This design comes from an exercise in tuning for small area on the open sky130 flow, not from production work.
The RTL was checked by simulation tests, not by an equivalence proof against the original design.
Power figures rest on the tool's default switching activity, not on a simulated workload.

==> flow/design.v (outline; a module is shown in full before it is edited, if it fits) <==
// module ALU: 565 lines
// module c_a21boi: 3 lines
// module c_a21oi: 3 lines
// module c_a221oi: 3 lines
// module c_a222oi: 3 lines
// module c_a22oi: 3 lines
// module c_inv: 3 lines
// module c_nand2: 3 lines
// module c_nand4: 3 lines
// module c_nor2: 3 lines
// module c_nor4: 3 lines
// module c_o21ai: 3 lines
// module c_o221ai: 3 lines
// module c_xnor2: 3 lines
// module c_xor2: 3 lines
module ALU (
  input wire clk,
  input wire reset,
  input wire [3:0] ALUop,
  input wire [31:0] rs1,
  input wire [31:0] rs2,
  input wire [13:0] imm,
  input wire [4:0] SA,
  input wire ALUEnable,
  output wire [31:0] result,
  output wire zero
);
  // ...
==> flow/flow/run.sh <==
#!/bin/bash
# The standard layout, with two changes: every logic cell starts from its smallest size before
# floorplanning (repair sizes up where timing needs it), and the port buffers are the smallest
# buffer cell. Each step's full output is in the logs of orfs/logs and in synth.log/layout.log.
set -euo pipefail
W=$(pwd)
bash standard.sh synth > synth.log 2>&1
bash standard.sh "PRE_FLOORPLAN_TCL=$W/flow/downsize.tcl" \
  'BUFFER_PORTS_ARGS=-buffer_cell sky130_fd_sc_hd__buf_1' finish > layout.log 2>&1
==> flow/flow/downsize.tcl <==
# Before floorplanning: every logic cell at its smallest drive strength. The flow's repair
# steps size up again where timing needs it. Flip-flops, clock cells and ties stay as they are.
set db [ord::get_db]
set n 0
foreach inst [[ord::get_db_block] getInsts] {
  set m [[$inst getMaster] getName]
  if { ![regexp {^(sky130_fd_sc_hd__([a-z0-9]+))_([0-9]+)$} $m -> base kind sz] } { continue }
  if { $sz <= 1 } { continue }
  if { [regexp {^(df|dl|sdf|edf|sedf|clk|conb|tap|fill|decap|diode|lpflow)} $kind] } { continue }
  foreach cand [list ${base}_1 ${base}_0] {
    if { [$db findMaster $cand] != "NULL" && [llength [get_lib_cells -quiet */$cand]] > 0 } {
      replace_cell [$inst getName] $cand
      incr n
      break
    }
  }
}
puts "downsize: $n cells set to their smallest size"
==> flow/standard.sh <==
#!/bin/bash
# synth_recipe.tcl (not shown) runs the flow's synth.tcl, then flattens the netlist and writes it again
# the make line also repeats each setting of config.mk as NAME=value (left out here)
make -C /OpenROAD-flow-scripts/flow DESIGN_CONFIG=/design/flow/config.mk WORK_HOME=/design/flow/orfs CLKGATE_MAP_FILE= SYNTH_SCRIPT=/design/flow/synth_recipe.tcl "${@:-finish}"
==> flow/config.mk <==
export PLATFORM = sky130hd
export DESIGN_NAME = ALU
export DESIGN_NICKNAME = ALU
export VERILOG_FILES = /design/flow/design.v
export SDC_FILE = /design/flow/constraint.sdc
export NUM_CORES = 4
export LEC_CHECK = 0
export CAP_MARGIN = 0
export CORE_MARGIN = 2
export CORE_UTILIZATION = 45
export GPL_TIMING_DRIVEN = 1
export SLEW_MARGIN = 0
export SYNTH_HIERARCHICAL = 1
==> flow/constraint.sdc <==
create_clock -name core_clock -period 5.5 [get_ports {clk}]
set_input_delay 1.1000 -clock core_clock [delete_from_list [all_inputs] [get_ports {clk}]]
set_output_delay 1.1000 -clock core_clock [all_outputs]
set_load 0.01 [all_outputs]
==> out/qor.csv, run 1 <==
metric,value,unit
finalSetupViolCount,0,
numPortBuffers,122,
critical_path_cell_count,11,
fp.dieW,109,um
worstReg2RegStart,reg_rd[25],
cp.required,5.73,ns
synthesis.nets,699,
rsz0062_at_grt,false,
post_dp_cell_area,5900,um^2
clkCellAreaFrac,0.0187,
run_status,"complete, no violations",
grt_use_met1,0.491,
worst_setup_path_end_kind,register,
switching_fraction_of_total_power,0.477,
final_core_utilization,0.555,
dr.first_iter.drc_count,1377,
grt_use_met2,0.580,
routabilityCongestion,0.937,
diodes,0,
worst_hold_path_type,reg2reg,
power.ir.vdd_worst,0.000154,V
largest_register_ffs,32,
worst_skew_pair.late_latency,0.31,ns
register_area,851,um^2
grt_first_pass_wirelength,33.7,mm
final_antenna_net_count,0,
combinationalPowerShare,0.591,
grtUsageMet3,0.0771,
fin_hold_ws,0.522,ns
biggestCellCategory,multi-input combinational cells,
crit_end,reg_rd[19],
initial_core_util,0.461,
routed-via-count,6745,
num-fill-cells,1058,
layout.nonclk_buf_frac,0.115,
power_frac_seq,0.239,
maxClockFrequency,0.190,GHz
layout_commonest_cell,sky130_fd_sc_hd__buf_1,
rows,38,
number_of_global_route_vias_before_repair,5837,
final_cell_mix,"122 x sky130_fd_sc_hd__buf_1, 102 x sky130_fd_sc_hd__a22oi_1, 98 x sky130_fd_sc_hd__a222oi_1, 71 x sky130_fd_sc_hd__nand2_1, 50 x sky130_fd_sc_hd__xor2_1",
==> run 2: changes to the inputs <==
==> flow/design.v (replaced) <==
module ALU (
  input wire clk,
  input wire reset,
  input wire [3:0] ALUop,
  input wire [31:0] rs1,
  input wire [31:0] rs2,
  input wire [13:0] imm,
  input wire [4:0] SA,
  input wire ALUEnable,
  output wire [31:0] result,
  output wire zero
);
  reg [31:0] reg_rd;
  reg zero_reg;
  wire op_hold  = (ALUop == 4'b0011) | (ALUop == 4'b1000);       
  wire op_and   = (ALUop == 4'b0000) | (ALUop == 4'b0100);       
  wire op_arith = (ALUop == 4'b0001) | (ALUop == 4'b0010) | (ALUop == 4'b0101) |
                  (ALUop == 4'b0110) | (ALUop == 4'b0111);       
  wire op_sub   = (ALUop == 4'b0010) | (ALUop == 4'b0011) | (ALUop == 4'b1000);  
  wire op_imm   = ~ALUop[3] & ALUop[2];                           
  wire op_sext  = ~ALUop[3] & ALUop[2] & ~ALUop[1];               
  wire op_shl   = (ALUop == 4'b1011) | (ALUop == 4'b1101);       
  wire op_shr   = (ALUop == 4'b1100) | (ALUop == 4'b1110);       
  wire op_var   = (ALUop == 4'b1101) | (ALUop == 4'b1110);       
  wire op_cmp   = (ALUop == 4'b0011);
  wire op_beq   = (ALUop == 4'b1000);
  wire nimm = ~op_imm;
  wire nsub = ~op_sub;
  wire bv = op_imm ? (imm[13] & op_sext) : op_sub;    
  wire big = op_var & (|rs2[31:5]);
  wire nvar = ~op_var;
  wire nshr = ~op_shr;
  wire [4:0] namt, amt;
  wire selh  = ~ALUEnable | op_hold;
  wire sela  = ALUEnable & op_arith;
  wire nselb = ~(ALUEnable & op_and);
  wire sels = ALUEnable & (op_shl | op_shr) & ~big;
  wire gl = sels & op_shl;
  wire gr = sels & op_shr;
  wire [31:0] d;
  wire n1, n2, n3, n4, n5, n6, n7, n8, n9, n10, n11, n12, n13, n14, n15, n16, n17, n18, n19, n20, n21, n22, n23, n24, n25, n26, n27, n28, n29, n30, n31, n32, n33, n34, n35, n36, n37, n38, n39, n40, n41, n42, n43, n44, n45, n46, n47, n48, n49, n50, n51, n52, n53, n54, n55, n56, n57, n58, n59, n60, n61, n62, n63, n64, n65, n66, n67, n68, n69, n70, n71, n72, n73, n74, n75, n76, n77, n78, n79, n80, n81, n82, n83, n84, n85, n86, n87, n88, n89, n90, n91, n92, n93, n94, n95, n96, n97, n98, n99, n100, n101, n102, n103, n104, n105, n106, n107, n108, n109, n110, n111, n112, n113, n114, n115, n116, n117, n118, n119, n120, n121, n122, n123, n124, n125, n126, n127, n128, n129, n130, n131, n132, n133, n134, n135, n136, n137, n138, n139, n140, n141, n142, n143, n144, n145, n146, n147, n148, n149, n150, n151, n152, n153, n154, n155, n156, n157, n158, n159, n160, n161, n162, n163, n164, n165, n166, n167, n168, n169, n170, n171, n172, n173, n174, n175, n176, n177, n178, n179, n180, n181, n182, n183, n184, n185, n186, n187, n188, n189, n190, n191, n192, n193, n194, n195, n196, n197, n198, n199, n200, n201, n202, n203, n204, n205, n206, n207, n208, n209, n210, n211, n212, n213, n214, n215, n216, n217, n218, n219, n220, n221, n222, n223, n224, n225, n226, n227, n228, n229, n230, n231, n232, n233, n234, n235, n236, n237, n238, n239, n240, n241, n242, n243, n244, n245, n246, n247, n248, n249, n250, n251, n252, n253, n264, n265, n266, n267, n268, n269, n270, n271, n272, n273, n274, n275, n276, n277, n278, n279, n280, n281, n282, n283, n284, n285, n286, n287, n288, n289, n290, n291, n292, n293, n294, n295, n296, n297, n298, n299, n300, n301, n302, n303, n304, n305, n306, n307, n308, n309, n310, n311, n312, n313, n314, n315, n316, n317, n318, n319, n320, n321, n322, n323, n324, n325, n326, n327, n328, n329, n330, n331, n332, n333, n334, n335, n336, n337, n338, n339, n340, n341, n342, n343, n344, n345, n346, n347, n348, n349, n350, n351, n352, n353, n354, n355, n356, n357, n358, n359, n360, n361, n362, n363, n364, n365, n366, n367, n368, n369, n370, n371, n372, n373, n374, n375, n376, n377, n378, n379, n380, n381, n382, n383, n384, n385, n386, n387, n388, n389, n390, n391, n392, n393, n394, n395, n396, n397, n398, n399, n400, n401, n402, n403, n404, n405, n406, n407, n408, n409, n410, n411, n412, n413, n414, n415, n416, n417, n418, n419, n420, n421, n422, n423, n424, n425, n426, n427, n428, n429, n430, n431, n432, n433, n434, n435, n436, n437, n438, n439, n440, n441, n442, n443, n444, n445, n446, n447, n448, n449, n450, n451, n452, n453, n454, n455, n456, n457, n458, n459, n460, n461, n462, n463, n464, n465, n466, n467, n468, n469, n470, n471, n472, n473, n474, n475, n476, n477, n478, n479, n480, n481, n482, n483, n484, n485, n486, n487, n488, n490, n492, n494, n496, n498, n500, n502, n504, n506, n508, n510, n512, n514, n516, n518, n520, n522, n524, n526, n528, n530, n532, n534, n536, n538, n540, n542, n544, n546, n548, n550, n552, n553;
  c_o22ai u1 (.a1(nimm), .a2(imm[0]), .b1(op_imm), .b2(rs2[0]), .y(n1));
  c_xnor2 u2 (.a(n1), .b(op_sub), .y(n2));
  c_o22ai u3 (.a1(nimm), .a2(imm[1]), .b1(op_imm), .b2(rs2[1]), .y(n3));
  c_xnor2 u4 (.a(n3), .b(op_sub), .y(n4));
  c_o22ai u5 (.a1(nimm), .a2(imm[2]), .b1(op_imm), .b2(rs2[2]), .y(n5));
  c_xnor2 u6 (.a(n5), .b(op_sub), .y(n6));
  c_o22ai u7 (.a1(nimm), .a2(imm[3]), .b1(op_imm), .b2(rs2[3]), .y(n7));
  c_xnor2 u8 (.a(n7), .b(op_sub), .y(n8));
  c_o22ai u9 (.a1(nimm), .a2(imm[4]), .b1(op_imm), .b2(rs2[4]), .y(n9));
  c_xnor2 u10 (.a(n9), .b(op_sub), .y(n10));
  c_o22ai u11 (.a1(nimm), .a2(imm[5]), .b1(op_imm), .b2(rs2[5]), .y(n11));
  c_xnor2 u12 (.a(n11), .b(op_sub), .y(n12));
  c_o22ai u13 (.a1(nimm), .a2(imm[6]), .b1(op_imm), .b2(rs2[6]), .y(n13));
  c_xnor2 u14 (.a(n13), .b(op_sub), .y(n14));
  c_o22ai u15 (.a1(nimm), .a2(imm[7]), .b1(op_imm), .b2(rs2[7]), .y(n15));
  c_xnor2 u16 (.a(n15), .b(op_sub), .y(n16));
  c_o22ai u17 (.a1(nimm), .a2(imm[8]), .b1(op_imm), .b2(rs2[8]), .y(n17));
  c_xnor2 u18 (.a(n17), .b(op_sub), .y(n18));
  c_o22ai u19 (.a1(nimm), .a2(imm[9]), .b1(op_imm), .b2(rs2[9]), .y(n19));
  c_xnor2 u20 (.a(n19), .b(op_sub), .y(n20));
  c_o22ai u21 (.a1(nimm), .a2(imm[10]), .b1(op_imm), .b2(rs2[10]), .y(n21));
  c_xnor2 u22 (.a(n21), .b(op_sub), .y(n22));
  c_o22ai u23 (.a1(nimm), .a2(imm[11]), .b1(op_imm), .b2(rs2[11]), .y(n23));
  c_xnor2 u24 (.a(n23), .b(op_sub), .y(n24));
  c_o22ai u25 (.a1(nimm), .a2(imm[12]), .b1(op_imm), .b2(rs2[12]), .y(n25));
  c_xnor2 u26 (.a(n25), .b(op_sub), .y(n26));
  c_o22ai u27 (.a1(nimm), .a2(imm[13]), .b1(op_imm), .b2(rs2[13]), .y(n27));
  c_xnor2 u28 (.a(n27), .b(op_sub), .y(n28));
  c_nand2 u29 (.a(rs2[14]), .b(nimm), .y(n29));
  c_xnor2 u30 (.a(n29), .b(bv), .y(n30));
  c_nand2 u31 (.a(rs2[15]), .b(nimm), .y(n31));
  c_xnor2 u32 (.a(n31), .b(bv), .y(n32));
  c_nand2 u33 (.a(rs2[16]), .b(nimm), .y(n33));
  c_xnor2 u34 (.a(n33), .b(bv), .y(n34));
  c_nand2 u35 (.a(rs2[17]), .b(nimm), .y(n35));
  c_xnor2 u36 (.a(n35), .b(bv), .y(n36));
  c_nand2 u37 (.a(rs2[18]), .b(nimm), .y(n37));
  c_xnor2 u38 (.a(n37), .b(bv), .y(n38));
  c_nand2 u39 (.a(rs2[19]), .b(nimm), .y(n39));
  c_xnor2 u40 (.a(n39), .b(bv), .y(n40));
  c_nand2 u41 (.a(rs2[20]), .b(nimm), .y(n41));
  c_xnor2 u42 (.a(n41), .b(bv), .y(n42));
  c_nand2 u43 (.a(rs2[21]), .b(nimm), .y(n43));
  c_xnor2 u44 (.a(n43), .b(bv), .y(n44));
  c_nand2 u45 (.a(rs2[22]), .b(nimm), .y(n45));
  c_xnor2 u46 (.a(n45), .b(bv), .y(n46));
  c_nand2 u47 (.a(rs2[23]), .b(nimm), .y(n47));
  c_xnor2 u48 (.a(n47), .b(bv), .y(n48));
  c_nand2 u49 (.a(rs2[24]), .b(nimm), .y(n49));
  c_xnor2 u50 (.a(n49), .b(bv), .y(n50));
  c_nand2 u51 (.a(rs2[25]), .b(nimm), .y(n51));
  c_xnor2 u52 (.a(n51), .b(bv), .y(n52));
  c_nand2 u53 (.a(rs2[26]), .b(nimm), .y(n53));
  c_xnor2 u54 (.a(n53), .b(bv), .y(n54));
  c_nand2 u55 (.a(rs2[27]), .b(nimm), .y(n55));
  c_xnor2 u56 (.a(n55), .b(bv), .y(n56));
  c_nand2 u57 (.a(rs2[28]), .b(nimm), .y(n57));
  c_xnor2 u58 (.a(n57), .b(bv), .y(n58));
  c_nand2 u59 (.a(rs2[29]), .b(nimm), .y(n59));
  c_xnor2 u60 (.a(n59), .b(bv), .y(n60));
  c_nand2 u61 (.a(rs2[30]), .b(nimm), .y(n61));
  c_xnor2 u62 (.a(n61), .b(bv), .y(n62));
  c_nand2 u63 (.a(rs2[31]), .b(nimm), .y(n63));
  c_xnor2 u64 (.a(n63), .b(bv), .y(n64));
  c_xnor2 u65 (.a(rs1[0]), .b(n2), .y(n65));
  c_xnor2 u66 (.a(rs1[1]), .b(n4), .y(n66));
  c_xnor2 u67 (.a(rs1[2]), .b(n6), .y(n67));
  c_xnor2 u68 (.a(rs1[3]), .b(n8), .y(n68));
  c_xnor2 u69 (.a(rs1[4]), .b(n10), .y(n69));
  c_xnor2 u70 (.a(rs1[5]), .b(n12), .y(n70));
  c_xnor2 u71 (.a(rs1[6]), .b(n14), .y(n71));
  c_xnor2 u72 (.a(rs1[7]), .b(n16), .y(n72));
  c_xnor2 u73 (.a(rs1[8]), .b(n18), .y(n73));
  c_xnor2 u74 (.a(rs1[9]), .b(n20), .y(n74));
  c_xnor2 u75 (.a(rs1[10]), .b(n22), .y(n75));
  c_xnor2 u76 (.a(rs1[11]), .b(n24), .y(n76));
  c_xnor2 u77 (.a(rs1[12]), .b(n26), .y(n77));
  c_xnor2 u78 (.a(rs1[13]), .b(n28), .y(n78));
  c_xnor2 u79 (.a(rs1[14]), .b(n30), .y(n79));
  c_xnor2 u80 (.a(rs1[15]), .b(n32), .y(n80));
  c_xnor2 u81 (.a(rs1[16]), .b(n34), .y(n81));
  c_xnor2 u82 (.a(rs1[17]), .b(n36), .y(n82));
  c_xnor2 u83 (.a(rs1[18]), .b(n38), .y(n83));
  c_xnor2 u84 (.a(rs1[19]), .b(n40), .y(n84));
  c_xnor2 u85 (.a(rs1[20]), .b(n42), .y(n85));
  c_xnor2 u86 (.a(rs1[21]), .b(n44), .y(n86));
  c_xnor2 u87 (.a(rs1[22]), .b(n46), .y(n87));
  c_xnor2 u88 (.a(rs1[23]), .b(n48), .y(n88));
  c_xnor2 u89 (.a(rs1[24]), .b(n50), .y(n89));
  c_xnor2 u90 (.a(rs1[25]), .b(n52), .y(n90));
  c_xnor2 u91 (.a(rs1[26]), .b(n54), .y(n91));
  c_xnor2 u92 (.a(rs1[27]), .b(n56), .y(n92));
  c_xnor2 u93 (.a(rs1[28]), .b(n58), .y(n93));
  c_xnor2 u94 (.a(rs1[29]), .b(n60), .y(n94));
  c_xnor2 u95 (.a(rs1[30]), .b(n62), .y(n95));
  c_xnor2 u96 (.a(rs1[31]), .b(n64), .y(n96));
  c_nand2 u97 (.a(rs1[0]), .b(n2), .y(n97));
  c_nand2 u98 (.a(rs1[1]), .b(n4), .y(n98));
  c_nand2 u99 (.a(rs1[2]), .b(n6), .y(n99));
  c_nand2 u100 (.a(rs1[3]), .b(n8), .y(n100));
  c_nand2 u101 (.a(rs1[4]), .b(n10), .y(n101));
  c_nand2 u102 (.a(rs1[5]), .b(n12), .y(n102));
  c_nand2 u103 (.a(rs1[6]), .b(n14), .y(n103));
  c_nand2 u104 (.a(rs1[7]), .b(n16), .y(n104));
  c_nand2 u105 (.a(rs1[8]), .b(n18), .y(n105));
  c_nand2 u106 (.a(rs1[9]), .b(n20), .y(n106));
  c_nand2 u107 (.a(rs1[10]), .b(n22), .y(n107));
  c_nand2 u108 (.a(rs1[11]), .b(n24), .y(n108));
  c_nand2 u109 (.a(rs1[12]), .b(n26), .y(n109));
  c_nand2 u110 (.a(rs1[13]), .b(n28), .y(n110));
  c_nand2 u111 (.a(rs1[14]), .b(n30), .y(n111));
  c_nand2 u112 (.a(rs1[15]), .b(n32), .y(n112));
  c_nand2 u113 (.a(rs1[16]), .b(n34), .y(n113));
  c_nand2 u114 (.a(rs1[17]), .b(n36), .y(n114));
  c_nand2 u115 (.a(rs1[18]), .b(n38), .y(n115));
  c_nand2 u116 (.a(rs1[19]), .b(n40), .y(n116));
  c_nand2 u117 (.a(rs1[20]), .b(n42), .y(n117));
  c_nand2 u118 (.a(rs1[21]), .b(n44), .y(n118));
  c_nand2 u119 (.a(rs1[22]), .b(n46), .y(n119));
  c_nand2 u120 (.a(rs1[23]), .b(n48), .y(n120));
  c_nand2 u121 (.a(rs1[24]), .b(n50), .y(n121));
  c_nand2 u122 (.a(rs1[25]), .b(n52), .y(n122));
  c_nand2 u123 (.a(rs1[26]), .b(n54), .y(n123));
  c_nand2 u124 (.a(rs1[27]), .b(n56), .y(n124));
  c_nand2 u125 (.a(rs1[28]), .b(n58), .y(n125));
  c_nand2 u126 (.a(rs1[29]), .b(n60), .y(n126));
  c_nand2 u127 (.a(rs1[30]), .b(n62), .y(n127));
  c_nand2 u128 (.a(rs1[31]), .b(n64), .y(n128));
  c_o21ai u129 (.a1(n65), .a2(nsub), .b1(n97), .y(n129));
  c_inv u130 (.a(n129), .y(n130));
  c_o21ai u131 (.a1(n66), .a2(n130), .b1(n98), .y(n131));
  c_o21ai u132 (.a1(n68), .a2(n99), .b1(n100), .y(n132));
  c_nor2 u133 (.a(n68), .b(n67), .y(n133));
  c_o21ai u134 (.a1(n70), .a2(n101), .b1(n102), .y(n134));
  c_nor2 u135 (.a(n70), .b(n69), .y(n135));
  c_o21ai u136 (.a1(n72), .a2(n103), .b1(n104), .y(n136));
  c_nor2 u137 (.a(n72), .b(n71), .y(n137));
  c_o21ai u138 (.a1(n74), .a2(n105), .b1(n106), .y(n138));
  c_nor2 u139 (.a(n74), .b(n73), .y(n139));
  c_o21ai u140 (.a1(n76), .a2(n107), .b1(n108), .y(n140));
  c_nor2 u141 (.a(n76), .b(n75), .y(n141));
  c_o21ai u142 (.a1(n78), .a2(n109), .b1(n110), .y(n142));
  c_nor2 u143 (.a(n78), .b(n77), .y(n143));
  c_o21ai u144 (.a1(n80), .a2(n111), .b1(n112), .y(n144));
  c_nor2 u145 (.a(n80), .b(n79), .y(n145));
  c_o21ai u146 (.a1(n82), .a2(n113), .b1(n114), .y(n146));
  c_nor2 u147 (.a(n82), .b(n81), .y(n147));
  c_o21ai u148 (.a1(n84), .a2(n115), .b1(n116), .y(n148));
  c_nor2 u149 (.a(n84), .b(n83), .y(n149));
  c_o21ai u150 (.a1(n86), .a2(n117), .b1(n118), .y(n150));
  c_nor2 u151 (.a(n86), .b(n85), .y(n151));
  c_o21ai u152 (.a1(n88), .a2(n119), .b1(n120), .y(n152));
  c_nor2 u153 (.a(n88), .b(n87), .y(n153));
  c_o21ai u154 (.a1(n90), .a2(n121), .b1(n122), .y(n154));
  c_nor2 u155 (.a(n90), .b(n89), .y(n155));
  c_o21ai u156 (.a1(n92), .a2(n123), .b1(n124), .y(n156));
  c_nor2 u157 (.a(n92), .b(n91), .y(n157));
  c_o21ai u158 (.a1(n94), .a2(n125), .b1(n126), .y(n158));
  c_nor2 u159 (.a(n94), .b(n93), .y(n159));
  c_o21ai u160 (.a1(n96), .a2(n127), .b1(n128), .y(n160));
  c_nor2 u161 (.a(n96), .b(n95), .y(n161));
  c_a21oi u162 (.a1(n133), .a2(n131), .b1(n132), .y(n162));
  c_a21oi u163 (.a1(n137), .a2(n134), .b1(n136), .y(n163));
  c_nand2 u164 (.a(n137), .b(n135), .y(n164));
  c_a21oi u165 (.a1(n141), .a2(n138), .b1(n140), .y(n165));
  c_nand2 u166 (.a(n141), .b(n139), .y(n166));
  c_a21oi u167 (.a1(n145), .a2(n142), .b1(n144), .y(n167));
  c_nand2 u168 (.a(n145), .b(n143), .y(n168));
  c_a21oi u169 (.a1(n149), .a2(n146), .b1(n148), .y(n169));
  c_nand2 u170 (.a(n149), .b(n147), .y(n170));
  c_a21oi u171 (.a1(n153), .a2(n150), .b1(n152), .y(n171));
  c_nand2 u172 (.a(n153), .b(n151), .y(n172));
  c_a21oi u173 (.a1(n157), .a2(n154), .b1(n156), .y(n173));
  c_nand2 u174 (.a(n157), .b(n155), .y(n174));
  c_a21oi u175 (.a1(n161), .a2(n158), .b1(n160), .y(n175));
  c_nand2 u176 (.a(n161), .b(n159), .y(n176));
  c_o21ai u177 (.a1(n164), .a2(n162), .b1(n163), .y(n177));
  c_o21ai u178 (.a1(n168), .a2(n165), .b1(n167), .y(n178));
  c_nor2 u179 (.a(n168), .b(n166), .y(n179));
  c_o21ai u180 (.a1(n172), .a2(n169), .b1(n171), .y(n180));
  c_nor2 u181 (.a(n172), .b(n170), .y(n181));
  c_o21ai u182 (.a1(n176), .a2(n173), .b1(n175), .y(n182));
  c_nor2 u183 (.a(n176), .b(n174), .y(n183));
  c_a21oi u184 (.a1(n179), .a2(n177), .b1(n178), .y(n184));
  c_a21oi u185 (.a1(n183), .a2(n180), .b1(n182), .y(n185));
  c_nand2 u186 (.a(n183), .b(n181), .y(n186));
  c_o21ai u187 (.a1(n186), .a2(n184), .b1(n185), .y(n187));
  c_inv u188 (.a(n184), .y(n188));
  c_a21oi u189 (.a1(n181), .a2(n188), .b1(n180), .y(n189));
  c_inv u190 (.a(n177), .y(n190));
  c_o21ai u191 (.a1(n166), .a2(n190), .b1(n165), .y(n191));
  c_o21ai u192 (.a1(n170), .a2(n184), .b1(n169), .y(n192));
  c_o21ai u193 (.a1(n174), .a2(n189), .b1(n173), .y(n193));
  c_inv u194 (.a(n162), .y(n194));
  c_a21oi u195 (.a1(n135), .a2(n194), .b1(n134), .y(n195));
  c_a21oi u196 (.a1(n139), .a2(n177), .b1(n138), .y(n196));
  c_a21oi u197 (.a1(n143), .a2(n191), .b1(n142), .y(n197));
  c_a21oi u198 (.a1(n147), .a2(n188), .b1(n146), .y(n198));
  c_a21oi u199 (.a1(n151), .a2(n192), .b1(n150), .y(n199));
  c_inv u200 (.a(n189), .y(n200));
  c_a21oi u201 (.a1(n155), .a2(n200), .b1(n154), .y(n201));
  c_a21oi u202 (.a1(n159), .a2(n193), .b1(n158), .y(n202));
  c_inv u203 (.a(n131), .y(n203));
  c_o21ai u204 (.a1(n67), .a2(n203), .b1(n99), .y(n204));
  c_o21ai u205 (.a1(n69), .a2(n162), .b1(n101), .y(n205));
  c_o21ai u206 (.a1(n71), .a2(n195), .b1(n103), .y(n206));
  c_o21ai u207 (.a1(n73), .a2(n190), .b1(n105), .y(n207));
  c_o21ai u208 (.a1(n75), .a2(n196), .b1(n107), .y(n208));
  c_inv u209 (.a(n191), .y(n209));
  c_o21ai u210 (.a1(n77), .a2(n209), .b1(n109), .y(n210));
  c_o21ai u211 (.a1(n79), .a2(n197), .b1(n111), .y(n211));
  c_o21ai u212 (.a1(n81), .a2(n184), .b1(n113), .y(n212));
  c_o21ai u213 (.a1(n83), .a2(n198), .b1(n115), .y(n213));
  c_inv u214 (.a(n192), .y(n214));
  c_o21ai u215 (.a1(n85), .a2(n214), .b1(n117), .y(n215));
  c_o21ai u216 (.a1(n87), .a2(n199), .b1(n119), .y(n216));
  c_o21ai u217 (.a1(n89), .a2(n189), .b1(n121), .y(n217));
  c_o21ai u218 (.a1(n91), .a2(n201), .b1(n123), .y(n218));
  c_inv u219 (.a(n193), .y(n219));
  c_o21ai u220 (.a1(n93), .a2(n219), .b1(n125), .y(n220));
  c_o21ai u221 (.a1(n95), .a2(n202), .b1(n127), .y(n221));
  c_xnor2 u222 (.a(n65), .b(op_sub), .y(n222));
  c_xnor2 u223 (.a(n66), .b(n129), .y(n223));
  c_xnor2 u224 (.a(n67), .b(n131), .y(n224));
  c_xnor2 u225 (.a(n68), .b(n204), .y(n225));
  c_xor2 u226 (.a(n69), .b(n162), .y(n226));
  c_xnor2 u227 (.a(n70), .b(n205), .y(n227));
  c_xor2 u228 (.a(n71), .b(n195), .y(n228));
  c_xnor2 u229 (.a(n72), .b(n206), .y(n229));
  c_xnor2 u230 (.a(n73), .b(n177), .y(n230));
  c_xnor2 u231 (.a(n74), .b(n207), .y(n231));
  c_xor2 u232 (.a(n75), .b(n196), .y(n232));
  c_xnor2 u233 (.a(n76), .b(n208), .y(n233));
  c_xnor2 u234 (.a(n77), .b(n191), .y(n234));
  c_xnor2 u235 (.a(n78), .b(n210), .y(n235));
  c_xor2 u236 (.a(n79), .b(n197), .y(n236));
  c_xnor2 u237 (.a(n80), .b(n211), .y(n237));
  c_xor2 u238 (.a(n81), .b(n184), .y(n238));
  c_xnor2 u239 (.a(n82), .b(n212), .y(n239));
  c_xor2 u240 (.a(n83), .b(n198), .y(n240));
  c_xnor2 u241 (.a(n84), .b(n213), .y(n241));
  c_xnor2 u242 (.a(n85), .b(n192), .y(n242));
  c_xnor2 u243 (.a(n86), .b(n215), .y(n243));
  c_xor2 u244 (.a(n87), .b(n199), .y(n244));
  c_xnor2 u245 (.a(n88), .b(n216), .y(n245));
  c_xor2 u246 (.a(n89), .b(n189), .y(n246));
  c_xnor2 u247 (.a(n90), .b(n217), .y(n247));
  c_xor2 u248 (.a(n91), .b(n201), .y(n248));
  c_xnor2 u249 (.a(n92), .b(n218), .y(n249));
  c_xnor2 u250 (.a(n93), .b(n193), .y(n250));
  c_xnor2 u251 (.a(n94), .b(n220), .y(n251));
  c_xor2 u252 (.a(n95), .b(n202), .y(n252));
  c_xnor2 u253 (.a(n96), .b(n221), .y(n253));
  c_o22ai u254 (.a1(nvar), .a2(rs2[0]), .b1(op_var), .b2(SA[0]), .y(namt[0]));
  c_inv u255 (.a(namt[0]), .y(amt[0]));
  c_o22ai u256 (.a1(nvar), .a2(rs2[1]), .b1(op_var), .b2(SA[1]), .y(namt[1]));
  c_inv u257 (.a(namt[1]), .y(amt[1]));
  c_o22ai u258 (.a1(nvar), .a2(rs2[2]), .b1(op_var), .b2(SA[2]), .y(namt[2]));
  c_inv u259 (.a(namt[2]), .y(amt[2]));
  c_o22ai u260 (.a1(nvar), .a2(rs2[3]), .b1(op_var), .b2(SA[3]), .y(namt[3]));
  c_inv u261 (.a(namt[3]), .y(amt[3]));
  c_o22ai u262 (.a1(nvar), .a2(rs2[4]), .b1(op_var), .b2(SA[4]), .y(namt[4]));
  c_inv u263 (.a(namt[4]), .y(amt[4]));
  c_o22ai u264 (.a1(op_shr), .a2(rs1[0]), .b1(nshr), .b2(rs1[31]), .y(n264));
  c_o22ai u265 (.a1(op_shr), .a2(rs1[1]), .b1(nshr), .b2(rs1[30]), .y(n265));
  c_o22ai u266 (.a1(op_shr), .a2(rs1[2]), .b1(nshr), .b2(rs1[29]), .y(n266));
  c_o22ai u267 (.a1(op_shr), .a2(rs1[3]), .b1(nshr), .b2(rs1[28]), .y(n267));
  c_o22ai u268 (.a1(op_shr), .a2(rs1[4]), .b1(nshr), .b2(rs1[27]), .y(n268));
  c_o22ai u269 (.a1(op_shr), .a2(rs1[5]), .b1(nshr), .b2(rs1[26]), .y(n269));
  c_o22ai u270 (.a1(op_shr), .a2(rs1[6]), .b1(nshr), .b2(rs1[25]), .y(n270));
  c_o22ai u271 (.a1(op_shr), .a2(rs1[7]), .b1(nshr), .b2(rs1[24]), .y(n271));
  c_o22ai u272 (.a1(op_shr), .a2(rs1[8]), .b1(nshr), .b2(rs1[23]), .y(n272));
  c_o22ai u273 (.a1(op_shr), .a2(rs1[9]), .b1(nshr), .b2(rs1[22]), .y(n273));
  c_o22ai u274 (.a1(op_shr), .a2(rs1[10]), .b1(nshr), .b2(rs1[21]), .y(n274));
  c_o22ai u275 (.a1(op_shr), .a2(rs1[11]), .b1(nshr), .b2(rs1[20]), .y(n275));
  c_o22ai u276 (.a1(op_shr), .a2(rs1[12]), .b1(nshr), .b2(rs1[19]), .y(n276));
  c_o22ai u277 (.a1(op_shr), .a2(rs1[13]), .b1(nshr), .b2(rs1[18]), .y(n277));
  c_o22ai u278 (.a1(op_shr), .a2(rs1[14]), .b1(nshr), .b2(rs1[17]), .y(n278));
  c_o22ai u279 (.a1(op_shr), .a2(rs1[15]), .b1(nshr), .b2(rs1[16]), .y(n279));
  c_o22ai u280 (.a1(op_shr), .a2(rs1[16]), .b1(nshr), .b2(rs1[15]), .y(n280));
  c_o22ai u281 (.a1(op_shr), .a2(rs1[17]), .b1(nshr), .b2(rs1[14]), .y(n281));
  c_o22ai u282 (.a1(op_shr), .a2(rs1[18]), .b1(nshr), .b2(rs1[13]), .y(n282));
  c_o22ai u283 (.a1(op_shr), .a2(rs1[19]), .b1(nshr), .b2(rs1[12]), .y(n283));
  c_o22ai u284 (.a1(op_shr), .a2(rs1[20]), .b1(nshr), .b2(rs1[11]), .y(n284));
  c_o22ai u285 (.a1(op_shr), .a2(rs1[21]), .b1(nshr), .b2(rs1[10]), .y(n285));
  c_o22ai u286 (.a1(op_shr), .a2(rs1[22]), .b1(nshr), .b2(rs1[9]), .y(n286));
  c_o22ai u287 (.a1(op_shr), .a2(rs1[23]), .b1(nshr), .b2(rs1[8]), .y(n287));
  c_o22ai u288 (.a1(op_shr), .a2(rs1[24]), .b1(nshr), .b2(rs1[7]), .y(n288));
  c_o22ai u289 (.a1(op_shr), .a2(rs1[25]), .b1(nshr), .b2(rs1[6]), .y(n289));
  c_o22ai u290 (.a1(op_shr), .a2(rs1[26]), .b1(nshr), .b2(rs1[5]), .y(n290));
  c_o22ai u291 (.a1(op_shr), .a2(rs1[27]), .b1(nshr), .b2(rs1[4]), .y(n291));
  c_o22ai u292 (.a1(op_shr), .a2(rs1[28]), .b1(nshr), .b2(rs1[3]), .y(n292));
  c_o22ai u293 (.a1(op_shr), .a2(rs1[29]), .b1(nshr), .b2(rs1[2]), .y(n293));
  c_o22ai u294 (.a1(op_shr), .a2(rs1[30]), .b1(nshr), .b2(rs1[1]), .y(n294));
  c_o22ai u295 (.a1(op_shr), .a2(rs1[31]), .b1(nshr), .b2(rs1[0]), .y(n295));
  c_nor2 u296 (.a(amt[4]), .b(n264), .y(n296));
  c_nor2 u297 (.a(amt[4]), .b(n265), .y(n297));
  c_nor2 u298 (.a(amt[4]), .b(n266), .y(n298));
  c_nor2 u299 (.a(amt[4]), .b(n267), .y(n299));
  c_nor2 u300 (.a(amt[4]), .b(n268), .y(n300));
  c_nor2 u301 (.a(amt[4]), .b(n269), .y(n301));
  c_nor2 u302 (.a(amt[4]), .b(n270), .y(n302));
  c_nor2 u303 (.a(amt[4]), .b(n271), .y(n303));
  c_nor2 u304 (.a(amt[4]), .b(n272), .y(n304));
  c_nor2 u305 (.a(amt[4]), .b(n273), .y(n305));
  c_nor2 u306 (.a(amt[4]), .b(n274), .y(n306));
  c_nor2 u307 (.a(amt[4]), .b(n275), .y(n307));
  c_nor2 u308 (.a(amt[4]), .b(n276), .y(n308));
  c_nor2 u309 (.a(amt[4]), .b(n277), .y(n309));
  c_nor2 u310 (.a(amt[4]), .b(n278), .y(n310));
  c_nor2 u311 (.a(amt[4]), .b(n279), .y(n311));
  c_o22ai u312 (.a1(amt[4]), .a2(n280), .b1(namt[4]), .b2(n264), .y(n312));
  c_o22ai u313 (.a1(amt[4]), .a2(n281), .b1(namt[4]), .b2(n265), .y(n313));
  c_o22ai u314 (.a1(amt[4]), .a2(n282), .b1(namt[4]), .b2(n266), .y(n314));
  c_o22ai u315 (.a1(amt[4]), .a2(n283), .b1(namt[4]), .b2(n267), .y(n315));
  c_o22ai u316 (.a1(amt[4]), .a2(n284), .b1(namt[4]), .b2(n268), .y(n316));
  c_o22ai u317 (.a1(amt[4]), .a2(n285), .b1(namt[4]), .b2(n269), .y(n317));
  c_o22ai u318 (.a1(amt[4]), .a2(n286), .b1(namt[4]), .b2(n270), .y(n318));
  c_o22ai u319 (.a1(amt[4]), .a2(n287), .b1(namt[4]), .b2(n271), .y(n319));
  c_o22ai u320 (.a1(amt[4]), .a2(n288), .b1(namt[4]), .b2(n272), .y(n320));
  c_o22ai u321 (.a1(amt[4]), .a2(n289), .b1(namt[4]), .b2(n273), .y(n321));
  c_o22ai u322 (.a1(amt[4]), .a2(n290), .b1(namt[4]), .b2(n274), .y(n322));
  c_o22ai u323 (.a1(amt[4]), .a2(n291), .b1(namt[4]), .b2(n275), .y(n323));
  c_o22ai u324 (.a1(amt[4]), .a2(n292), .b1(namt[4]), .b2(n276), .y(n324));
  c_o22ai u325 (.a1(amt[4]), .a2(n293), .b1(namt[4]), .b2(n277), .y(n325));
  c_o22ai u326 (.a1(amt[4]), .a2(n294), .b1(namt[4]), .b2(n278), .y(n326));
  c_o22ai u327 (.a1(amt[4]), .a2(n295), .b1(namt[4]), .b2(n279), .y(n327));
  c_nand2 u328 (.a(namt[0]), .b(n296), .y(n328));
  c_o22ai u329 (.a1(amt[0]), .a2(n297), .b1(namt[0]), .b2(n296), .y(n329));
  c_o22ai u330 (.a1(amt[0]), .a2(n298), .b1(namt[0]), .b2(n297), .y(n330));
  c_o22ai u331 (.a1(amt[0]), .a2(n299), .b1(namt[0]), .b2(n298), .y(n331));
  c_o22ai u332 (.a1(amt[0]), .a2(n300), .b1(namt[0]), .b2(n299), .y(n332));
  c_o22ai u333 (.a1(amt[0]), .a2(n301), .b1(namt[0]), .b2(n300), .y(n333));
  c_o22ai u334 (.a1(amt[0]), .a2(n302), .b1(namt[0]), .b2(n301), .y(n334));
  c_o22ai u335 (.a1(amt[0]), .a2(n303), .b1(namt[0]), .b2(n302), .y(n335));
  c_o22ai u336 (.a1(amt[0]), .a2(n304), .b1(namt[0]), .b2(n303), .y(n336));
  c_o22ai u337 (.a1(amt[0]), .a2(n305), .b1(namt[0]), .b2(n304), .y(n337));
  c_o22ai u338 (.a1(amt[0]), .a2(n306), .b1(namt[0]), .b2(n305), .y(n338));
  c_o22ai u339 (.a1(amt[0]), .a2(n307), .b1(namt[0]), .b2(n306), .y(n339));
  c_o22ai u340 (.a1(amt[0]), .a2(n308), .b1(namt[0]), .b2(n307), .y(n340));
  c_o22ai u341 (.a1(amt[0]), .a2(n309), .b1(namt[0]), .b2(n308), .y(n341));
  c_o22ai u342 (.a1(amt[0]), .a2(n310), .b1(namt[0]), .b2(n309), .y(n342));
  c_o22ai u343 (.a1(amt[0]), .a2(n311), .b1(namt[0]), .b2(n310), .y(n343));
  c_o22ai u344 (.a1(amt[0]), .a2(n312), .b1(namt[0]), .b2(n311), .y(n344));
  c_o22ai u345 (.a1(amt[0]), .a2(n313), .b1(namt[0]), .b2(n312), .y(n345));
  c_o22ai u346 (.a1(amt[0]), .a2(n314), .b1(namt[0]), .b2(n313), .y(n346));
  c_o22ai u347 (.a1(amt[0]), .a2(n315), .b1(namt[0]), .b2(n314), .y(n347));
  c_o22ai u348 (.a1(amt[0]), .a2(n316), .b1(namt[0]), .b2(n315), .y(n348));
  c_o22ai u349 (.a1(amt[0]), .a2(n317), .b1(namt[0]), .b2(n316), .y(n349));
  c_o22ai u350 (.a1(amt[0]), .a2(n318), .b1(namt[0]), .b2(n317), .y(n350));
  c_o22ai u351 (.a1(amt[0]), .a2(n319), .b1(namt[0]), .b2(n318), .y(n351));
  c_o22ai u352 (.a1(amt[0]), .a2(n320), .b1(namt[0]), .b2(n319), .y(n352));
  c_o22ai u353 (.a1(amt[0]), .a2(n321), .b1(namt[0]), .b2(n320), .y(n353));
  c_o22ai u354 (.a1(amt[0]), .a2(n322), .b1(namt[0]), .b2(n321), .y(n354));
  c_o22ai u355 (.a1(amt[0]), .a2(n323), .b1(namt[0]), .b2(n322), .y(n355));
  c_o22ai u356 (.a1(amt[0]), .a2(n324), .b1(namt[0]), .b2(n323), .y(n356));
  c_o22ai u357 (.a1(amt[0]), .a2(n325), .b1(namt[0]), .b2(n324), .y(n357));
  c_o22ai u358 (.a1(amt[0]), .a2(n326), .b1(namt[0]), .b2(n325), .y(n358));
  c_o22ai u359 (.a1(amt[0]), .a2(n327), .b1(namt[0]), .b2(n326), .y(n359));
  c_nor2 u360 (.a(amt[3]), .b(n328), .y(n360));
  c_nor2 u361 (.a(amt[3]), .b(n329), .y(n361));
  c_nor2 u362 (.a(amt[3]), .b(n330), .y(n362));
  c_nor2 u363 (.a(amt[3]), .b(n331), .y(n363));
  c_nor2 u364 (.a(amt[3]), .b(n332), .y(n364));
  c_nor2 u365 (.a(amt[3]), .b(n333), .y(n365));
  c_nor2 u366 (.a(amt[3]), .b(n334), .y(n366));
  c_nor2 u367 (.a(amt[3]), .b(n335), .y(n367));
  c_o22ai u368 (.a1(amt[3]), .a2(n336), .b1(namt[3]), .b2(n328), .y(n368));
  c_o22ai u369 (.a1(amt[3]), .a2(n337), .b1(namt[3]), .b2(n329), .y(n369));
  c_o22ai u370 (.a1(amt[3]), .a2(n338), .b1(namt[3]), .b2(n330), .y(n370));
  c_o22ai u371 (.a1(amt[3]), .a2(n339), .b1(namt[3]), .b2(n331), .y(n371));
  c_o22ai u372 (.a1(amt[3]), .a2(n340), .b1(namt[3]), .b2(n332), .y(n372));
  c_o22ai u373 (.a1(amt[3]), .a2(n341), .b1(namt[3]), .b2(n333), .y(n373));
  c_o22ai u374 (.a1(amt[3]), .a2(n342), .b1(namt[3]), .b2(n334), .y(n374));
  c_o22ai u375 (.a1(amt[3]), .a2(n343), .b1(namt[3]), .b2(n335), .y(n375));
  c_o22ai u376 (.a1(amt[3]), .a2(n344), .b1(namt[3]), .b2(n336), .y(n376));
  c_o22ai u377 (.a1(amt[3]), .a2(n345), .b1(namt[3]), .b2(n337), .y(n377));
  c_o22ai u378 (.a1(amt[3]), .a2(n346), .b1(namt[3]), .b2(n338), .y(n378));
  c_o22ai u379 (.a1(amt[3]), .a2(n347), .b1(namt[3]), .b2(n339), .y(n379));
  c_o22ai u380 (.a1(amt[3]), .a2(n348), .b1(namt[3]), .b2(n340), .y(n380));
  c_o22ai u381 (.a1(amt[3]), .a2(n349), .b1(namt[3]), .b2(n341), .y(n381));
  c_o22ai u382 (.a1(amt[3]), .a2(n350), .b1(namt[3]), .b2(n342), .y(n382));
  c_o22ai u383 (.a1(amt[3]), .a2(n351), .b1(namt[3]), .b2(n343), .y(n383));
  c_o22ai u384 (.a1(amt[3]), .a2(n352), .b1(namt[3]), .b2(n344), .y(n384));
  c_o22ai u385 (.a1(amt[3]), .a2(n353), .b1(namt[3]), .b2(n345), .y(n385));
  c_o22ai u386 (.a1(amt[3]), .a2(n354), .b1(namt[3]), .b2(n346), .y(n386));
  c_o22ai u387 (.a1(amt[3]), .a2(n355), .b1(namt[3]), .b2(n347), .y(n387));
  c_o22ai u388 (.a1(amt[3]), .a2(n356), .b1(namt[3]), .b2(n348), .y(n388));
  c_o22ai u389 (.a1(amt[3]), .a2(n357), .b1(namt[3]), .b2(n349), .y(n389));
  c_o22ai u390 (.a1(amt[3]), .a2(n358), .b1(namt[3]), .b2(n350), .y(n390));
  c_o22ai u391 (.a1(amt[3]), .a2(n359), .b1(namt[3]), .b2(n351), .y(n391));
  c_nand2 u392 (.a(namt[1]), .b(n360), .y(n392));
  c_nand2 u393 (.a(namt[1]), .b(n361), .y(n393));
  c_o22ai u394 (.a1(amt[1]), .a2(n362), .b1(namt[1]), .b2(n360), .y(n394));
  c_o22ai u395 (.a1(amt[1]), .a2(n363), .b1(namt[1]), .b2(n361), .y(n395));
  c_o22ai u396 (.a1(amt[1]), .a2(n364), .b1(namt[1]), .b2(n362), .y(n396));
  c_o22ai u397 (.a1(amt[1]), .a2(n365), .b1(namt[1]), .b2(n363), .y(n397));
  c_o22ai u398 (.a1(amt[1]), .a2(n366), .b1(namt[1]), .b2(n364), .y(n398));
  c_o22ai u399 (.a1(amt[1]), .a2(n367), .b1(namt[1]), .b2(n365), .y(n399));
  c_o22ai u400 (.a1(amt[1]), .a2(n368), .b1(namt[1]), .b2(n366), .y(n400));
  c_o22ai u401 (.a1(amt[1]), .a2(n369), .b1(namt[1]), .b2(n367), .y(n401));
  c_o22ai u402 (.a1(amt[1]), .a2(n370), .b1(namt[1]), .b2(n368), .y(n402));
  c_o22ai u403 (.a1(amt[1]), .a2(n371), .b1(namt[1]), .b2(n369), .y(n403));
  c_o22ai u404 (.a1(amt[1]), .a2(n372), .b1(namt[1]), .b2(n370), .y(n404));
  c_o22ai u405 (.a1(amt[1]), .a2(n373), .b1(namt[1]), .b2(n371), .y(n405));
  c_o22ai u406 (.a1(amt[1]), .a2(n374), .b1(namt[1]), .b2(n372), .y(n406));
  c_o22ai u407 (.a1(amt[1]), .a2(n375), .b1(namt[1]), .b2(n373), .y(n407));
  c_o22ai u408 (.a1(amt[1]), .a2(n376), .b1(namt[1]), .b2(n374), .y(n408));
  c_o22ai u409 (.a1(amt[1]), .a2(n377), .b1(namt[1]), .b2(n375), .y(n409));
  c_o22ai u410 (.a1(amt[1]), .a2(n378), .b1(namt[1]), .b2(n376), .y(n410));
  c_o22ai u411 (.a1(amt[1]), .a2(n379), .b1(namt[1]), .b2(n377), .y(n411));
  c_o22ai u412 (.a1(amt[1]), .a2(n380), .b1(namt[1]), .b2(n378), .y(n412));
  c_o22ai u413 (.a1(amt[1]), .a2(n381), .b1(namt[1]), .b2(n379), .y(n413));
  c_o22ai u414 (.a1(amt[1]), .a2(n382), .b1(namt[1]), .b2(n380), .y(n414));
  c_o22ai u415 (.a1(amt[1]), .a2(n383), .b1(namt[1]), .b2(n381), .y(n415));
  c_o22ai u416 (.a1(amt[1]), .a2(n384), .b1(namt[1]), .b2(n382), .y(n416));
  c_o22ai u417 (.a1(amt[1]), .a2(n385), .b1(namt[1]), .b2(n383), .y(n417));
  c_o22ai u418 (.a1(amt[1]), .a2(n386), .b1(namt[1]), .b2(n384), .y(n418));
  c_o22ai u419 (.a1(amt[1]), .a2(n387), .b1(namt[1]), .b2(n385), .y(n419));
  c_o22ai u420 (.a1(amt[1]), .a2(n388), .b1(namt[1]), .b2(n386), .y(n420));
  c_o22ai u421 (.a1(amt[1]), .a2(n389), .b1(namt[1]), .b2(n387), .y(n421));
  c_o22ai u422 (.a1(amt[1]), .a2(n390), .b1(namt[1]), .b2(n388), .y(n422));
  c_o22ai u423 (.a1(amt[1]), .a2(n391), .b1(namt[1]), .b2(n389), .y(n423));
  c_nor2 u424 (.a(amt[2]), .b(n392), .y(n424));
  c_nor2 u425 (.a(amt[2]), .b(n393), .y(n425));
  c_nor2 u426 (.a(amt[2]), .b(n394), .y(n426));
  c_nor2 u427 (.a(amt[2]), .b(n395), .y(n427));
  c_o22ai u428 (.a1(amt[2]), .a2(n396), .b1(namt[2]), .b2(n392), .y(n428));
  c_o22ai u429 (.a1(amt[2]), .a2(n397), .b1(namt[2]), .b2(n393), .y(n429));
  c_o22ai u430 (.a1(amt[2]), .a2(n398), .b1(namt[2]), .b2(n394), .y(n430));
  c_o22ai u431 (.a1(amt[2]), .a2(n399), .b1(namt[2]), .b2(n395), .y(n431));
  c_o22ai u432 (.a1(amt[2]), .a2(n400), .b1(namt[2]), .b2(n396), .y(n432));
  c_o22ai u433 (.a1(amt[2]), .a2(n401), .b1(namt[2]), .b2(n397), .y(n433));
  c_o22ai u434 (.a1(amt[2]), .a2(n402), .b1(namt[2]), .b2(n398), .y(n434));
  c_o22ai u435 (.a1(amt[2]), .a2(n403), .b1(namt[2]), .b2(n399), .y(n435));
  c_o22ai u436 (.a1(amt[2]), .a2(n404), .b1(namt[2]), .b2(n400), .y(n436));
  c_o22ai u437 (.a1(amt[2]), .a2(n405), .b1(namt[2]), .b2(n401), .y(n437));
  c_o22ai u438 (.a1(amt[2]), .a2(n406), .b1(namt[2]), .b2(n402), .y(n438));
  c_o22ai u439 (.a1(amt[2]), .a2(n407), .b1(namt[2]), .b2(n403), .y(n439));
  c_o22ai u440 (.a1(amt[2]), .a2(n408), .b1(namt[2]), .b2(n404), .y(n440));
  c_o22ai u441 (.a1(amt[2]), .a2(n409), .b1(namt[2]), .b2(n405), .y(n441));
  c_o22ai u442 (.a1(amt[2]), .a2(n410), .b1(namt[2]), .b2(n406), .y(n442));
  c_o22ai u443 (.a1(amt[2]), .a2(n411), .b1(namt[2]), .b2(n407), .y(n443));
  c_o22ai u444 (.a1(amt[2]), .a2(n412), .b1(namt[2]), .b2(n408), .y(n444));
  c_o22ai u445 (.a1(amt[2]), .a2(n413), .b1(namt[2]), .b2(n409), .y(n445));
  c_o22ai u446 (.a1(amt[2]), .a2(n414), .b1(namt[2]), .b2(n410), .y(n446));
  c_o22ai u447 (.a1(amt[2]), .a2(n415), .b1(namt[2]), .b2(n411), .y(n447));
  c_o22ai u448 (.a1(amt[2]), .a2(n416), .b1(namt[2]), .b2(n412), .y(n448));
  c_o22ai u449 (.a1(amt[2]), .a2(n417), .b1(namt[2]), .b2(n413), .y(n449));
  c_o22ai u450 (.a1(amt[2]), .a2(n418), .b1(namt[2]), .b2(n414), .y(n450));
  c_o22ai u451 (.a1(amt[2]), .a2(n419), .b1(namt[2]), .b2(n415), .y(n451));
  c_o22ai u452 (.a1(amt[2]), .a2(n420), .b1(namt[2]), .b2(n416), .y(n452));
  c_o22ai u453 (.a1(amt[2]), .a2(n421), .b1(namt[2]), .b2(n417), .y(n453));
  c_o22ai u454 (.a1(amt[2]), .a2(n422), .b1(namt[2]), .b2(n418), .y(n454));
  c_o22ai u455 (.a1(amt[2]), .a2(n423), .b1(namt[2]), .b2(n419), .y(n455));
  c_nand2 u456 (.a(gr), .b(n455), .y(n456));
  c_nand2 u457 (.a(gr), .b(n454), .y(n457));
  c_nand2 u458 (.a(gr), .b(n453), .y(n458));
  c_nand2 u459 (.a(gr), .b(n452), .y(n459));
  c_nand2 u460 (.a(gr), .b(n451), .y(n460));
  c_nand2 u461 (.a(gr), .b(n450), .y(n461));
  c_nand2 u462 (.a(gr), .b(n449), .y(n462));
  c_nand2 u463 (.a(gr), .b(n448), .y(n463));
  c_nand2 u464 (.a(gr), .b(n447), .y(n464));
  c_nand2 u465 (.a(gr), .b(n446), .y(n465));
  c_nand2 u466 (.a(gr), .b(n445), .y(n466));
  c_nand2 u467 (.a(gr), .b(n444), .y(n467));
  c_nand2 u468 (.a(gr), .b(n443), .y(n468));
  c_nand2 u469 (.a(gr), .b(n442), .y(n469));
  c_nand2 u470 (.a(gr), .b(n441), .y(n470));
  c_nand2 u471 (.a(gr), .b(n440), .y(n471));
  c_nand2 u472 (.a(gr), .b(n439), .y(n472));
  c_nand2 u473 (.a(gr), .b(n438), .y(n473));
  c_nand2 u474 (.a(gr), .b(n437), .y(n474));
  c_nand2 u475 (.a(gr), .b(n436), .y(n475));
  c_nand2 u476 (.a(gr), .b(n435), .y(n476));
  c_nand2 u477 (.a(gr), .b(n434), .y(n477));
  c_nand2 u478 (.a(gr), .b(n433), .y(n478));
  c_nand2 u479 (.a(gr), .b(n432), .y(n479));
  c_nand2 u480 (.a(gr), .b(n431), .y(n480));
  c_nand2 u481 (.a(gr), .b(n430), .y(n481));
  c_nand2 u482 (.a(gr), .b(n429), .y(n482));
  c_nand2 u483 (.a(gr), .b(n428), .y(n483));
  c_nand2 u484 (.a(gr), .b(n427), .y(n484));
  c_nand2 u485 (.a(gr), .b(n426), .y(n485));
  c_nand2 u486 (.a(gr), .b(n425), .y(n486));
  c_nand2 u487 (.a(gr), .b(n424), .y(n487));
  c_a222oi u488 (.a1(selh), .a2(reg_rd[0]), .b1(sela), .b2(n222), .c1(gl), .c2(n424), .y(n488));
  c_o211ai u489 (.a1(nselb), .a2(n97), .b1(n456), .c1(n488), .y(d[0]));
  c_a222oi u490 (.a1(selh), .a2(reg_rd[1]), .b1(sela), .b2(n223), .c1(gl), .c2(n425), .y(n490));
  c_o211ai u491 (.a1(nselb), .a2(n98), .b1(n457), .c1(n490), .y(d[1]));
  c_a222oi u492 (.a1(selh), .a2(reg_rd[2]), .b1(sela), .b2(n224), .c1(gl), .c2(n426), .y(n492));
  c_o211ai u493 (.a1(nselb), .a2(n99), .b1(n458), .c1(n492), .y(d[2]));
  c_a222oi u494 (.a1(selh), .a2(reg_rd[3]), .b1(sela), .b2(n225), .c1(gl), .c2(n427), .y(n494));
  c_o211ai u495 (.a1(nselb), .a2(n100), .b1(n459), .c1(n494), .y(d[3]));
  c_a222oi u496 (.a1(selh), .a2(reg_rd[4]), .b1(sela), .b2(n226), .c1(gl), .c2(n428), .y(n496));
  c_o211ai u497 (.a1(nselb), .a2(n101), .b1(n460), .c1(n496), .y(d[4]));
  c_a222oi u498 (.a1(selh), .a2(reg_rd[5]), .b1(sela), .b2(n227), .c1(gl), .c2(n429), .y(n498));
  c_o211ai u499 (.a1(nselb), .a2(n102), .b1(n461), .c1(n498), .y(d[5]));
  c_a222oi u500 (.a1(selh), .a2(reg_rd[6]), .b1(sela), .b2(n228), .c1(gl), .c2(n430), .y(n500));
  c_o211ai u501 (.a1(nselb), .a2(n103), .b1(n462), .c1(n500), .y(d[6]));
  c_a222oi u502 (.a1(selh), .a2(reg_rd[7]), .b1(sela), .b2(n229), .c1(gl), .c2(n431), .y(n502));
  c_o211ai u503 (.a1(nselb), .a2(n104), .b1(n463), .c1(n502), .y(d[7]));
  c_a222oi u504 (.a1(selh), .a2(reg_rd[8]), .b1(sela), .b2(n230), .c1(gl), .c2(n432), .y(n504));
  c_o211ai u505 (.a1(nselb), .a2(n105), .b1(n464), .c1(n504), .y(d[8]));
  c_a222oi u506 (.a1(selh), .a2(reg_rd[9]), .b1(sela), .b2(n231), .c1(gl), .c2(n433), .y(n506));
  c_o211ai u507 (.a1(nselb), .a2(n106), .b1(n465), .c1(n506), .y(d[9]));
  c_a222oi u508 (.a1(selh), .a2(reg_rd[10]), .b1(sela), .b2(n232), .c1(gl), .c2(n434), .y(n508));
  c_o211ai u509 (.a1(nselb), .a2(n107), .b1(n466), .c1(n508), .y(d[10]));
  c_a222oi u510 (.a1(selh), .a2(reg_rd[11]), .b1(sela), .b2(n233), .c1(gl), .c2(n435), .y(n510));
  c_o211ai u511 (.a1(nselb), .a2(n108), .b1(n467), .c1(n510), .y(d[11]));
  c_a222oi u512 (.a1(selh), .a2(reg_rd[12]), .b1(sela), .b2(n234), .c1(gl), .c2(n436), .y(n512));
  c_o211ai u513 (.a1(nselb), .a2(n109), .b1(n468), .c1(n512), .y(d[12]));
  c_a222oi u514 (.a1(selh), .a2(reg_rd[13]), .b1(sela), .b2(n235), .c1(gl), .c2(n437), .y(n514));
  c_o211ai u515 (.a1(nselb), .a2(n110), .b1(n469), .c1(n514), .y(d[13]));
  c_a222oi u516 (.a1(selh), .a2(reg_rd[14]), .b1(sela), .b2(n236), .c1(gl), .c2(n438), .y(n516));
  c_o211ai u517 (.a1(nselb), .a2(n111), .b1(n470), .c1(n516), .y(d[14]));
  c_a222oi u518 (.a1(selh), .a2(reg_rd[15]), .b1(sela), .b2(n237), .c1(gl), .c2(n439), .y(n518));
  c_o211ai u519 (.a1(nselb), .a2(n112), .b1(n471), .c1(n518), .y(d[15]));
  c_a222oi u520 (.a1(selh), .a2(reg_rd[16]), .b1(sela), .b2(n238), .c1(gl), .c2(n440), .y(n520));
  c_o211ai u521 (.a1(nselb), .a2(n113), .b1(n472), .c1(n520), .y(d[16]));
  c_a222oi u522 (.a1(selh), .a2(reg_rd[17]), .b1(sela), .b2(n239), .c1(gl), .c2(n441), .y(n522));
  c_o211ai u523 (.a1(nselb), .a2(n114), .b1(n473), .c1(n522), .y(d[17]));
  c_a222oi u524 (.a1(selh), .a2(reg_rd[18]), .b1(sela), .b2(n240), .c1(gl), .c2(n442), .y(n524));
  c_o211ai u525 (.a1(nselb), .a2(n115), .b1(n474), .c1(n524), .y(d[18]));
  c_a222oi u526 (.a1(selh), .a2(reg_rd[19]), .b1(sela), .b2(n241), .c1(gl), .c2(n443), .y(n526));
  c_o211ai u527 (.a1(nselb), .a2(n116), .b1(n475), .c1(n526), .y(d[19]));
  c_a222oi u528 (.a1(selh), .a2(reg_rd[20]), .b1(sela), .b2(n242), .c1(gl), .c2(n444), .y(n528));
  c_o211ai u529 (.a1(nselb), .a2(n117), .b1(n476), .c1(n528), .y(d[20]));
  c_a222oi u530 (.a1(selh), .a2(reg_rd[21]), .b1(sela), .b2(n243), .c1(gl), .c2(n445), .y(n530));
  c_o211ai u531 (.a1(nselb), .a2(n118), .b1(n477), .c1(n530), .y(d[21]));
  c_a222oi u532 (.a1(selh), .a2(reg_rd[22]), .b1(sela), .b2(n244), .c1(gl), .c2(n446), .y(n532));
  c_o211ai u533 (.a1(nselb), .a2(n119), .b1(n478), .c1(n532), .y(d[22]));
  c_a222oi u534 (.a1(selh), .a2(reg_rd[23]), .b1(sela), .b2(n245), .c1(gl), .c2(n447), .y(n534));
  c_o211ai u535 (.a1(nselb), .a2(n120), .b1(n479), .c1(n534), .y(d[23]));
  c_a222oi u536 (.a1(selh), .a2(reg_rd[24]), .b1(sela), .b2(n246), .c1(gl), .c2(n448), .y(n536));
  c_o211ai u537 (.a1(nselb), .a2(n121), .b1(n480), .c1(n536), .y(d[24]));
  c_a222oi u538 (.a1(selh), .a2(reg_rd[25]), .b1(sela), .b2(n247), .c1(gl), .c2(n449), .y(n538));
  c_o211ai u539 (.a1(nselb), .a2(n122), .b1(n481), .c1(n538), .y(d[25]));
  c_a222oi u540 (.a1(selh), .a2(reg_rd[26]), .b1(sela), .b2(n248), .c1(gl), .c2(n450), .y(n540));
  c_o211ai u541 (.a1(nselb), .a2(n123), .b1(n482), .c1(n540), .y(d[26]));
  c_a222oi u542 (.a1(selh), .a2(reg_rd[27]), .b1(sela), .b2(n249), .c1(gl), .c2(n451), .y(n542));
  c_o211ai u543 (.a1(nselb), .a2(n124), .b1(n483), .c1(n542), .y(d[27]));
  c_a222oi u544 (.a1(selh), .a2(reg_rd[28]), .b1(sela), .b2(n250), .c1(gl), .c2(n452), .y(n544));
  c_o211ai u545 (.a1(nselb), .a2(n125), .b1(n484), .c1(n544), .y(d[28]));
  c_a222oi u546 (.a1(selh), .a2(reg_rd[29]), .b1(sela), .b2(n251), .c1(gl), .c2(n453), .y(n546));
  c_o211ai u547 (.a1(nselb), .a2(n126), .b1(n485), .c1(n546), .y(d[29]));
  c_a222oi u548 (.a1(selh), .a2(reg_rd[30]), .b1(sela), .b2(n252), .c1(gl), .c2(n454), .y(n548));
  c_o211ai u549 (.a1(nselb), .a2(n127), .b1(n486), .c1(n548), .y(d[30]));
  c_a222oi u550 (.a1(selh), .a2(reg_rd[31]), .b1(sela), .b2(n253), .c1(gl), .c2(n455), .y(n550));
  c_o211ai u551 (.a1(nselb), .a2(n128), .b1(n487), .c1(n550), .y(d[31]));
  c_nor4 u552 (.a(n186), .b(n164), .c(n66), .d(n65), .y(n552));
  c_and3 u553 (.a(n179), .b(n133), .c(n552), .y(n553));
  reg zmode;
  wire cmp_lt = ~n187;
  wire flag_next = op_cmp ? cmp_lt : n553;
  always @(posedge clk or posedge reset) begin
    if (reset) begin
      reg_rd <= 0;
      zero_reg <= 0;
      zmode <= 0;
    end
    else begin
      reg_rd <= d;
      if (ALUEnable) begin
        zmode <= ~op_hold;
        if (op_hold)
          zero_reg <= flag_next;
      end
    end
  end
  assign result = reg_rd;
  assign zero = zmode ? ~|reg_rd : zero_reg;
endmodule
module c_a21oi (input wire a1, input wire a2, input wire b1, output wire y);
  assign y = ~((a1 & a2) | b1);
endmodule
module c_a222oi (input wire a1, input wire a2, input wire b1, input wire b2, input wire c1, input wire c2, output wire y);
  assign y = ~((a1 & a2) | (b1 & b2) | (c1 & c2));
endmodule
module c_and3 (input wire a, input wire b, input wire c, output wire y);
  assign y = a & b & c;
endmodule
module c_inv (input wire a, output wire y);
  assign y = ~a;
endmodule
module c_nand2 (input wire a, input wire b, output wire y);
  assign y = ~(a & b);
endmodule
module c_nor2 (input wire a, input wire b, output wire y);
  assign y = ~(a | b);
endmodule
module c_nor4 (input wire a, input wire b, input wire c, input wire d, output wire y);
  assign y = ~(a | b | c | d);
endmodule
module c_o211ai (input wire a1, input wire a2, input wire b1, input wire c1, output wire y);
  assign y = ~((a1 | a2) & b1 & c1);
endmodule
module c_o21ai (input wire a1, input wire a2, input wire b1, output wire y);
  assign y = ~((a1 | a2) & b1);
endmodule
module c_o22ai (input wire a1, input wire a2, input wire b1, input wire b2, output wire y);
  assign y = ~((a1 | a2) & (b1 | b2));
endmodule
module c_xnor2 (input wire a, input wire b, output wire y);
  assign y = ~(a ^ b);
endmodule
module c_xor2 (input wire a, input wire b, output wire y);
  assign y = a ^ b;
endmodule
--- a/flow/config.mk
+++ b/flow/config.mk
@@ -10,2 +10,3 @@
 export CORE_UTILIZATION = 45
+export CTS_BUF_LIST = sky130_fd_sc_hd__clkbuf_4
 export GPL_TIMING_DRIVEN = 1
==> out/qor.csv, run 2 <==
metric,value,unit,change
run_status,"complete, no violations",,
critical_path.startpoint_type,input port,,
post_drt_wl_per_cell,23.8,um,
post-place-ws,0.242,ns,
static-leakage-power,0.00176,uW,
critical_path_arrival,5.25,ns,
final.min_clock_period,5.04,ns,
final_antenna_net_count,0,,unchanged
clock_path_buffers,2,,
post_detailed_route_drc_marker_count,0,,
yosysWarningCount,7,,
timing.critical_path.slowest_cell_delay,0.39,ns,
timing.critical_path.fanout_max,12,,
power-per-cell-area,269,nW/um^2,
initial_core_util,0.466,,+0.00478
largest_register_ffs,32,,unchanged
post-route-period-util,0.916,,
die_height,105,um,
nets,884,,
worst_margin_slew,1.35,ns,
dr.first_iter.drc_count,1065,,-23%
antenna_found_initial,0,,
r2r_slack,4.38,ns,
die-area,11000,um^2,
grt_first_pass_wirelength,33.3,mm,-1.3%
drt-total-wl,22.1,mm,
design.core.area,9860,um^2,
worst_skew_pair.late_latency,0.34,ns,+0.03 ns
numPortBuffers,122,,unchanged
startpoint,ALUop[1],,
synthesis.nets,735,,+5.2%
io-pin-count,123,,
grt_usage,0.385,,
cts_resized,0,,
finalSetupViolCount,0,,unchanged
worst_setup_path_end_kind,register,,
cts_hold_buffers,0,,
clock_tree.htree_level_count,2,,
clock-skew-final,0,ns,
route.detailed.vias_per_inst,7.05,,
tritoncts,done,,
finalSetupTns,0,ns,
maxClockFrequency,0.198,GHz,+4.3%
slew_viol_final,0,,
drv_cap,0,,
fin_ws,0.462,ns,
number_of_global_route_vias_before_repair,5885,,+0.82%
path_common_cell,sky130_fd_sc_hd__a21oi_1,,
post_cts.repair.setup_buffers,0,,
drt_first_pass_iters,11,,
power.ir.vdd_worst,0.000135,V,-12%
cts_made_buffers,5,,
rsz0062_at_grt,false,,
grt_max_degree,35,,
clkSlewWorstSetupHoldPaths,0.12,ns,
timing.hold.worst.start,zero_reg,,
rows,36,,-5.3%
final_cell_mix,"178 x sky130_fd_sc_hd__o22ai_1, 122 x sky130_fd_sc_hd__buf_1, 97 x sky130_fd_sc_hd__nand2_1, 86 x sky130_fd_sc_hd__xnor2_1, 50 x sky130_fd_sc_hd__nor2_1",,
diodes,0,,unchanged
routed-via-count,6544,,-3.0%
layout-drive-gt1-share,0.0440,,
timing.setup.critical_path_class,in2reg,,
finalHoldViolCount,0,,
synth_cells,645,,
worstReg2RegStart,reg_rd[2],,
number_of_clock_sinks,34,,
fp.dieW,105,um,-4.0%
critical_path.cell_chain,"buf_1, nor2_1, nand2_1, a21oi_2, inv_1, o21ai_2, xnor2_1, xnor2_1, nor2_1, a21oi_1, o21ai_1, a21oi_1, inv_1, a21oi_1, o21ai_1, a21oi_1, o21ai_1, xnor2_1, a222oi_1, o211ai_1",,
hpwl_reported_at_the_end_of_detailed_placement,18.1,mm,
worst_hold_path_type,reg2reg,,
max-slew-margin-rel,0.102,,
global_route_overflow,0,,
layout_commonest_cell,sky130_fd_sc_hd__o22ai_1,,
routabilityCongestion,0.996,,+6.3%
slowest_stage,sky130_fd_sc_hd__a21oi_1,,
root_buffer,sky130_fd_sc_hd__clkbuf_4,,
cp.required,5.71,ns,-0.02 ns
[run 2: report_power, final]
group / total, uW / internal (uW) / leakage [uW] / switching, uW
combinational: 955 / 353 / 0.00130 / 602
clock: 141 / 47.5 / 0.0000286 / 93.4
sequential: 374 / 309 / 0.000436 / 65.1
[run 2: stage by stage]
step                area (um^2)  hold WS, ns  std cells  utilization  total power, uW
floorplan                  4600        0.473        645            -              973
finish                     5460        0.543        928        0.554             1470
global placement           5410        0.507        920        0.548             1280
CTS                        5460        0.545        928        0.554             1430
detailed placement         5410        0.518        920        0.548             1290
global route               5460        0.574        928        0.554             1540
[run 2: metal layers]
| layer | track usage | up-vias | part of all wire |
|---|---|---|---|
| met2 | 0.595 | 554 | 0.43 |
| met3 | 0.0761 | 76 | 0.13 |
| li1 | - | 2914 | - |
| met1 | 0.538 | 3000 | 0.41 |
| met4 | 0.122 | 0 | 0.034 |
| met5 | 0 | - | 0 |
[run 2: area by class of cell]
class	instances	area, um^2
clock buffer	5	37.5
clock inverter	3	16.3
timing repair buffer	144	623
tap	133	166
fill	964	4400
sequential	34	851
multi-input combinational	588	3690
inverter	21	78.8
[run 2: path summary, 6_finish.rpt]
path | end | cells past startpoint
setup / recovery | reg_rd[31] | 20
hold / removal | zero_reg | 2
setup reg to reg | reg_rd[2] | 2
hold reg to reg | zero_reg | 2
max in group asynchronous | reg_rd[2] | 3
min in group asynchronous | reg_rd[21] | 3
[run 2: worst max-delay path, delay by kind of cell]
family / cells / cell delay, ns
compound gates: 11 / 2.56
xor+xnor: 3 / 0.68
simple gates: 3 / 0.52
buf+inv: 3 / 0.38

Check on run 2: ideal ports give 0.462 ns setup slack; a clkbuf_16 on the clock port and buf_2 on the inputs give 0.457 ns; moving port delays by the midpoint clock arrival (0.368 ns) as well gives 0.089 ns.
